This is an optimization exercise on Yosys and OpenROAD, whose aim is small area, not a production implementation.
In this exercise RTL edits were held to simulation tests only and were not proved equivalent to the original.
Power and IR drop assume default switching activity.

File: config.mk
export PLATFORM = sky130hd
export DESIGN_NAME = gci_std_display_character
export DESIGN_NICKNAME = gci_std_display_character
export VERILOG_FILES = /design/flow/design.v
export SDC_FILE = /design/flow/constraint.sdc
export NUM_CORES = 4
export LEC_CHECK = 0
export CAP_MARGIN = 20
export CORE_MARGIN = 2
export CORE_UTILIZATION = 30
export PLACE_DENSITY = 0.45
export SLEW_MARGIN = 20
export SYNTH_MEMORY_MAX_BITS = 32768
File: constraint.sdc
create_clock -name core_clock -period 10.0 [get_ports {iCLOCK}]
set_input_delay 2.0000 -clock core_clock [delete_from_list [all_inputs] [get_ports {iCLOCK}]]
set_output_delay 2.0000 -clock core_clock [all_outputs]
set_load 0.01 [all_outputs]
File: design.v
`default_nettype none
module gci_std_display_font(
		input wire [6:0] iADDR,
		output wire [111:0] oDATA
	);	
	function [111:0] rom;	 
		input [6:0] funcADDR;
		begin
			case(funcADDR)
				7'd0:	rom	=	112'h0000000000000000000000000000;
				7'd1:	rom	=	112'h0000181818181010100000181800;
				7'd2:	rom	=	112'h006c6c2448000000000000000000;
				7'd3:	rom	=	112'h00002424247e2424487e48484800;
				7'd4:	rom	=	112'h0000103c525250381452523c1000;
				7'd5:	rom	=	112'h0000225254542818142a2a4A4400;
				7'd6:	rom	=	112'h0000102828102652524c442a1000;
				7'd7:	rom	=	112'h0030301020000000000000000000;
				7'd8:	rom	=	112'h0004081010202020202010100804;
				7'd9:	rom	=	112'h0020100808040404040408081020;
				7'd10:	rom	=	112'h0000001010d6543854d610100000;
				7'd11:	rom	=	112'h000000101010107e101010100000;
				7'd12:	rom	=	112'h0000000000000000000030301020;
				7'd13:	rom	=	112'h000000000000007e000000000000;
				7'd14:	rom	=	112'h0000000000000000000000303000;
				7'd15:	rom	=	112'h0202040408081010202040408080;
				7'd16:	rom	=	112'h0000182424424242411224180000;	 
				7'd17:	rom	=	112'h00001070101010101010107c0000;
				7'd18:	rom	=	112'h00001824422204081020227e0000;
				7'd19:	rom	=	112'h0000182442441804424112180000;
				7'd20:	rom	=	112'h0000040C141424247e04040e0000;
				7'd21:	rom	=	112'h00007c4040586442024112180000;
				7'd22:	rom	=	112'h00001c1122586442424112180000;
				7'd23:	rom	=	112'h00003e1122040408080808080000;
				7'd24:	rom	=	112'h0000182441121824424112180000;
				7'd25:	rom	=	112'h000018244242261a024424180000;
				7'd26:	rom	=	112'h0000000018180000001818000000;
				7'd27:	rom	=	112'h0000000018180000001818081000;
				7'd28:	rom	=	112'h0000020408102040201008040200;
				7'd29:	rom	=	112'h000000007e0000007E0000000000;
				7'd30:	rom	=	112'h0000402010080402040810204000;
				7'd31:	rom	=	112'h0000182442420408101000181800;
				7'd32:	rom	=	112'h00001824112A5656564A20221C00;
				7'd33:	rom	=	112'h00001010282828247c4444ee0000;
				7'd34:	rom	=	112'h0000782424283c22222112780000;
				7'd35:	rom	=	112'h00001a2611224040402226180000;
				7'd36:	rom	=	112'h0000782424222222211224780000;
				7'd37:	rom	=	112'h00007c2220243c242020227e0000;
				7'd38:	rom	=	112'h00007c2220243c24202020780000;
				7'd39:	rom	=	112'h00001a261122404e4222261a0000;
				7'd40:	rom	=	112'h0000ee4444447c44444444ee0000;
				7'd41:	rom	=	112'h00007c10101010101010107c0000;
				7'd42:	rom	=	112'h00001e0404040404444448300000;
				7'd43:	rom	=	112'h00006e2428283028242422760000;
				7'd44:	rom	=	112'h00007020202020202020227c0000;
				7'd45:	rom	=	112'h00004266666a5a52524242660000;
				7'd46:	rom	=	112'h000046626252524A4a4646620000;
				7'd47:	rom	=	112'h0000182442424242424112180000;
				7'd48:	rom	=	112'h0000782422211238202020700000;
				7'd49:	rom	=	112'h0000182442424242724e24180600;
				7'd50:	rom	=	112'h0000782422211238282424720000;
				7'd51:	rom	=	112'h00001a2642201804024264580000;
				7'd52:	rom	=	112'h00007e5210101010101010380000;
				7'd53:	rom	=	112'h0000762222222222222214080000;
				7'd54:	rom	=	112'h0000664112242428181010100000;
				7'd55:	rom	=	112'h0000929292525A6A6c2424240000;
				7'd56:	rom	=	112'h00006244242810182824444e0000;
				7'd57:	rom	=	112'h0000e64112281810101010380000;
				7'd58:	rom	=	112'h00003e44040808102020427c0000;
				7'd59:	rom	=	112'h003c20202020202020202020203C;
				7'd60:	rom	=	112'h8080404020201010080804040202;
				7'd61:	rom	=	112'h003c04040404040404040404043C;
				7'd62:	rom	=	112'h0010284482000000000000000000;
				7'd63:	rom	=	112'h00000000000000000000000000FE;
				7'd64:	rom	=	112'h0018181008000000000000000000;
				7'd65:	rom	=	112'h000000003844441c2444443a0000;
				7'd66:	rom	=	112'h0000602028342222222112380000;
				7'd67:	rom	=	112'h000000001a264240404226180000;
				7'd68:	rom	=	112'h00000c04142c44444444241e0000;
				7'd69:	rom	=	112'h000000001824427e4042221c0000;
				7'd70:	rom	=	112'h00000c12127c1010101010380000;
				7'd71:	rom	=	112'h000000001a24242418205c42423C;
				7'd72:	rom	=	112'h0000c04050684444444444c60000;
				7'd73:	rom	=	112'h00001818003808080808083c0000;
				7'd74:	rom	=	112'h00000c0c001c0404040404444830;
				7'd75:	rom	=	112'h0000c04046444858684444ce0000;
				7'd76:	rom	=	112'h00003808080808080808083e0000;
				7'd77:	rom	=	112'h00000000acd29292929292920000;
				7'd78:	rom	=	112'h00000000d8644444444444c60000;
				7'd79:	rom	=	112'h0000000018244242424112180000;
				7'd80:	rom	=	112'h0000000058242222222112382070;
				7'd81:	rom	=	112'h000000001a2444444444241c040E;
				7'd82:	rom	=	112'h000000005c222220202020700000;
				7'd83:	rom	=	112'h000000003c4440300c42625c0000;
				7'd84:	rom	=	112'h00001010107c10101010120c0000;
				7'd85:	rom	=	112'h00000000cc44444444444c320000;
				7'd86:	rom	=	112'h0000000066424424281810100000;
				7'd87:	rom	=	112'h00000000929292925A6c24240000;
				7'd88:	rom	=	112'h0000000066242818181424660000;
				7'd89:	rom	=	112'h0000000066222214140808485020;
				7'd90:	rom	=	112'h000000003e4408081010227e0000;
				7'd91:	rom	=	112'h0006081010101020101010100806;
				7'd92:	rom	=	112'h0010101010101010101010101010;
				7'd93:	rom	=	112'h0060100808080804080808081060;
				default:	rom	=	112'h0000000000000000000000000000;
			endcase
		end
	endfunction
	assign oDATA = rom(iADDR - 8'h20);	
endmodule
`default_nettype wire
`default_nettype none
module gci_std_display_character #(
		parameter P_AREA_H = 640,
		parameter P_AREA_V = 480,
		parameter P_AREAA_HV_N = 19,
		parameter P_MEM_ADDR_N = 23
	)(
		input wire iCLOCK,
		input wire inRESET,
		input wire iRESET_SYNC,
		input wire iIF_VALID,
		output wire oIF_BUSY,
		input wire [13:0] iIF_ADDR,	 
		input wire [31:0] iIF_DATA,
		output wire oIF_FINISH,
		output wire oIF_VALID,
		input wire iIF_BUSY,
		output wire [P_MEM_ADDR_N-1:0] oIF_ADDR,
		output wire [23:0] oIF_DATA
	);
	localparam P_L_CHARACT_STT_IDLE = 2'h0;
	localparam P_L_CHARACT_STT_OUT = 2'h1;
	localparam P_L_CHARACT_STT_END = 2'h2;
	reg [1:0] b_charact_state;
	reg [7:0] b_charact_font_color_r;
	reg [7:0] b_charact_font_color_g;
	reg [7:0] b_charact_font_color_b;
	reg [7:0] b_charact_back_color_r;
	reg [7:0] b_charact_back_color_g;
	reg [7:0] b_charact_back_color_b;
	reg [13:0] b_charact_base_addr;
	reg [6:0] b_charact_font;
	reg [P_AREAA_HV_N-1:0] b_charact_counter;
	always@(posedge iCLOCK or negedge inRESET)begin
		if(!inRESET)begin
			b_charact_state <= P_L_CHARACT_STT_IDLE;
			b_charact_font_color_r <= 8'h0;
			b_charact_font_color_g <= 8'h0;
			b_charact_font_color_b <= 8'h0;
			b_charact_back_color_r <= 8'h0;
			b_charact_back_color_g <= 8'h0;
			b_charact_back_color_b <= 8'h0;
			b_charact_base_addr <= 14'h0;
			b_charact_font <= 7'h0;
		end
		else if(iRESET_SYNC)begin
			b_charact_state <= P_L_CHARACT_STT_IDLE;
			b_charact_font_color_r <= 8'h0;
			b_charact_font_color_g <= 8'h0;
			b_charact_font_color_b <= 8'h0;
			b_charact_back_color_r <= 8'h0;
			b_charact_back_color_g <= 8'h0;
			b_charact_back_color_b <= 8'h0;
			b_charact_base_addr <= 14'h0;
			b_charact_font <= 7'h0;
		end
		else begin
			case(b_charact_state)
				P_L_CHARACT_STT_IDLE:
					begin
						if(iIF_VALID)begin
							b_charact_state <= P_L_CHARACT_STT_OUT;
							{b_charact_font_color_r,
							b_charact_font_color_g,
							b_charact_font_color_b} <= {iIF_DATA[19:16], iIF_DATA[19:16], iIF_DATA[15:12], iIF_DATA[15:12], iIF_DATA[11:8], iIF_DATA[11:8]}; 
							{b_charact_back_color_r,
							b_charact_back_color_g,
							b_charact_back_color_b} <= {iIF_DATA[31:28], iIF_DATA[31:28], iIF_DATA[27:24], iIF_DATA[27:24], iIF_DATA[23:20], iIF_DATA[23:20]}; 
							b_charact_base_addr <= iIF_ADDR;
							b_charact_font <= iIF_DATA[6:0];	
						end
					end
				P_L_CHARACT_STT_OUT:
					begin
						if(b_charact_counter == 7'd112)begin
							b_charact_state <= P_L_CHARACT_STT_END;
						end
					end
				P_L_CHARACT_STT_END:
					begin
						b_charact_state <= P_L_CHARACT_STT_IDLE;
					end
				default:
					begin
						b_charact_state <= P_L_CHARACT_STT_IDLE;
					end
			endcase
		end
	end
	always@(posedge iCLOCK or negedge inRESET)begin
		if(!inRESET)begin
			b_charact_counter <= 7'h0;
		end
		else if(iRESET_SYNC)begin
			b_charact_counter <= 7'h0;
		end
		else begin
			if(b_charact_state == P_L_CHARACT_STT_OUT)begin
				if(!iIF_BUSY)begin
					b_charact_counter <= b_charact_counter + 7'h1;
				end
			end
			else begin
				b_charact_counter <= 7'h0;
			end
		end
	end
	wire [111:0] font_rom_data;
	gci_std_display_font FONT14X8(
		.iADDR(b_charact_font),
		.oDATA(font_rom_data)
	);
	assign oIF_BUSY = b_charact_state != P_L_CHARACT_STT_IDLE;
	assign oIF_FINISH = b_charact_state == P_L_CHARACT_STT_END;
	assign oIF_VALID = !iIF_BUSY && (b_charact_state == P_L_CHARACT_STT_OUT) && (b_charact_counter != 7'd112);
	assign oIF_ADDR = b_charact_base_addr[13:8]*(640*14) + (b_charact_counter/8)*640 + b_charact_base_addr[7:0]*8 + b_charact_counter[2:0];
	assign oIF_DATA = (font_rom_data[7'd111 - b_charact_counter])? 
			{b_charact_font_color_r, b_charact_font_color_g, b_charact_font_color_b} : 
			{b_charact_back_color_r, b_charact_back_color_g, b_charact_back_color_b};
endmodule
`default_nettype wire
File: run.sh
#!/bin/bash
# synth_recipe.tcl (not shown) runs the flow's synth.tcl, then flattens the netlist and writes it again
# the make line also repeats each setting of config.mk as NAME=value (left out here)
make -C /OpenROAD-flow-scripts/flow DESIGN_CONFIG=/design/flow/config.mk WORK_HOME=/design/flow/orfs CLKGATE_MAP_FILE= SYNTH_SCRIPT=/design/flow/synth_recipe.tcl finish
==> summary.txt <==
status no timing/DRC/antenna violations; cell mode on critical path o211ai_1; Nets 1942; Slew HR 15.72%; GR Overflow Total 0; clk sinks 66; Die Y 212.2 um; crit path capture type output pin; crit-path max FO 12; Critical Path Start Type register; register area share after synthesis 12.70%; unrepaired setup endpoints after global routing false; Post-synth top flop dfrtp_1; clock input transition at the sequential cells of the worst setup and hold paths 0.06 ns; critical path type reg -> out; Critical Path Slowest Stage Cell o311ai_0; first-pass GRT wire length 127.6 mm; Reg2Reg Depth 9; TritonCTS clock tree built; Worst Max-Slew Pin Slew 1.248 ns; WHS Path Cells 2; total power 1279 uW; Critical Path Max Stage Delay 0.88 ns; area of the core 42890 um^2; CTS resizes 0; Synth Net Count 1953; grt peak-use layer met2; crit-path cells inv_1 > ha_2 > buf_4 > nor2_2 > o21ai_0 > a21oi_1 > o311ai_0 > o211ai_1 > o211ai_1 > o31ai_2 > o22ai_2 > mux2_2 > clkdlybuf4s50_1; setup total negative slack 0 ns; pwr dens 87.39 nW/um^2; # DRC 0; Die ar. 45010 um^2; Lkg Pwr 0.005477 uW; Max Slew Vio Count 0; Min Hold Slack 0.5229 ns; CTS max path bufs 2; met2 usage 56.30%; Ys Warns 2; Yosys cell types 96; DR iter-0 viols 2464; Ports 101; drt wl/cell 38.78 um; vias 16599; die width 212.2 um; fin crit share 86.39%; Starting Density 30.31%; vias in the first global route 15788; Hold Path Class reg -> reg; Layout area overhead 12.59%; skew final 0.01002 ns; Post-Syn Area 13000 um^2; Root Buffer clkbuf_16; share of layout cells above drive strength 1 10.62%; VDD IR max 128.9 uV; Max-Cap Viols 0; met3 GRT Util 14.99%; EDFF count, synth 0; Cell Rows 76; number of synthesized register bits 66; Post-synth ARST share 100.0%; remaining antenna violation count 0; initial antenna violation count 9; Port Buf Inserts 99; Initial DRT Pass Iterations 6; Placer Congestion 1.077; H-tree Lvls 3; syn avg cell area 7.202 um^2; most common cell after layout, fill and taps aside nand2_1; CTS buffer count 9; Worst EP arrival 6.64 ns; WP data required 8.00 ns; crit path time final 8.639 ns; largest net degree at the start of global routing 92; detailed placement HPWL 66.32 mm; final hold viol count 0; met1 GRT Util 52.73%; final WL 92.54 mm; fmax 0.1158 GHz; Total GRT Usage 40.69%; via/cell ratio 6.957; most frequent cells in the layout nand2_1, a21oi_1, o21ai_0; clk latency of the worst-skew pair 0.37 ns; Post-CTS Setup Bufs 0; CTS Hold Bufs 0; gate count of the mapped netlist 1805; final setup fails 0
==> layer usage <==
metal,share of wire (%),vias to the layer above
li1,-,6781
met1,40,8074
met2,39,1373
met3,13,361
met4,7.6,10
met5,0.067,-
==> cells in the mapped netlist (35+ instances only) <==
master	instances	share of area, %
nand2_1	194	5.6
a21oi_1	164	6.3
o21ai_0	109	4.2
nor2_1	108	3.1
ha_1	90	8.7
clkbuf_1	82	2.4
buf_2	71	2.7
dfrtp_1	66	13
nand2b_1	47	2.3
nor2b_1	44	2.1
buf_4	39	2.3
nor3_1	38	1.5
o211ai_1	37	2.1
nand3_1	36	1.4
inv_1	35	1.0
==> area by class of cell <==
type | instances | area, um^2
Fill cell | 4662 | 28250
Multi-Input combinational cell | 1482 | 10050
Timing Repair Buffer | 196 | 1722
Sequential cell | 66 | 1668
Tap cell | 585 | 732.0
Clock buffer | 10 | 239.0
Inverter | 39 | 146.4
Clock inverter | 6 | 72.57
Antenna cell | 2 | 5.005
==> final timing paths <==
kind | from | endpoint | slack (ns)
setup / recovery | b_charact_font[1] | oIF_DATA[4] | 1.36
hold / removal | b_charact_font_color_b[4] | b_charact_font_color_b[4] | 0.52
setup reg to reg | b_charact_counter[3] | b_charact_counter[11] | 7.32
hold reg to reg | b_charact_font_color_b[4] | b_charact_font_color_b[4] | 0.52
max in group asynchronous | inRESET | b_charact_counter[0] | 7.46
min in group asynchronous | inRESET | b_charact_back_color_b[6] | 1.82
==> critical path, delay by kind of cell (launching register included) <==
family / cells / cell delay, ns
compound gates: 7 / 3.47
buf+inv: 3 / 1.29
simple gates: 1 / 0.05
flops: 1 / 0.38
fa+ha+maj: 1 / 0.59
mux: 1 / 0.45
==> per-stage QoR <==
| step | instances | setup WS [ns] | instance area [um^2] | utilization, % |
|---|---|---|---|---|
| finish | 2386 | 1.361 | 14640 | 34.13 |
| global route | 2384 | 1.356 | 14630 | 34.12 |
| CTS | 2383 | 1.750 | 14620 | 34.10 |
| detailed placement | 2367 | 2.163 | 14310 | 33.37 |
| global placement | 2367 | 2.038 | 14310 | 33.37 |
| floorplan | 1805 | 4.166 | 13000 | - |
==> cells by family (layout without fill, tap and decap cells) <==
family | Yosys count | count (layout) | synth area share, %
AO/OA/AOI/OAI | 685 | 685 | 36.47
AND/OR/NAND/NOR | 614 | 614 | 24.01
buffers and inverters | 257 | 251 | 10.18
adder cells (fa/ha/maj) | 97 | 97 | 9.740
flip-flops | 66 | 66 | 12.70
XOR/XNOR | 50 | 50 | 3.426
multiplexers | 36 | 36 | 3.465
other | 0 | 2 | 0
==> flip-flops by register name (all words and copies together), names as in the netlist <==
name                    count
b_charact_base_addr        14
b_charact_font_color_g      4
b_charact_counter          19
b_charact_back_color_g      4
b_charact_back_color_b      4
b_charact_back_color_r      4
b_charact_font_color_b      4
b_charact_state             2
b_charact_font              7
b_charact_font_color_r      4
==> power by group <==
group	leakage, uW	switching, uW	internal, uW	total [uW]
logic	0.00444	437	194	631
registers	0.000886	23.2	278	302
clock network	0.000155	144	203	347
total	0.00548	604	675	1280

re-timing with driven ports:
How much do the figures lean on ideal ports? The routed layout below was timed once more, with nothing changed but the port constraints. Step 1: set_driving_cell puts a clkbuf_16 on iCLOCK and a buf_2 on each other input, an assumption about the parent block. Step 2 adds t to the input delays and takes it off the output delays; t is the mean of the earliest and latest rising clock arrival at the registers after step 1. Input paths then give back, and output paths get back, about the clock's delay inside the block. Three values: ideal ports, drivers, drivers and shift; two values: the first two.
shift t [ns]: 0.419
slack for setup (ns): 1.361 / 1.311 / 1.730
worst hold slack (ns): 0.523 / 0.523 / 0.523
clock arrival spread, ns: 0.010 / 0.010
slew at the worst register clock pin (ns): 0.06 / 0.06
After both steps this run still meets setup and hold. The setup slack of this run moves by -0.050 ns with the drivers and by +0.369 ns with both steps.
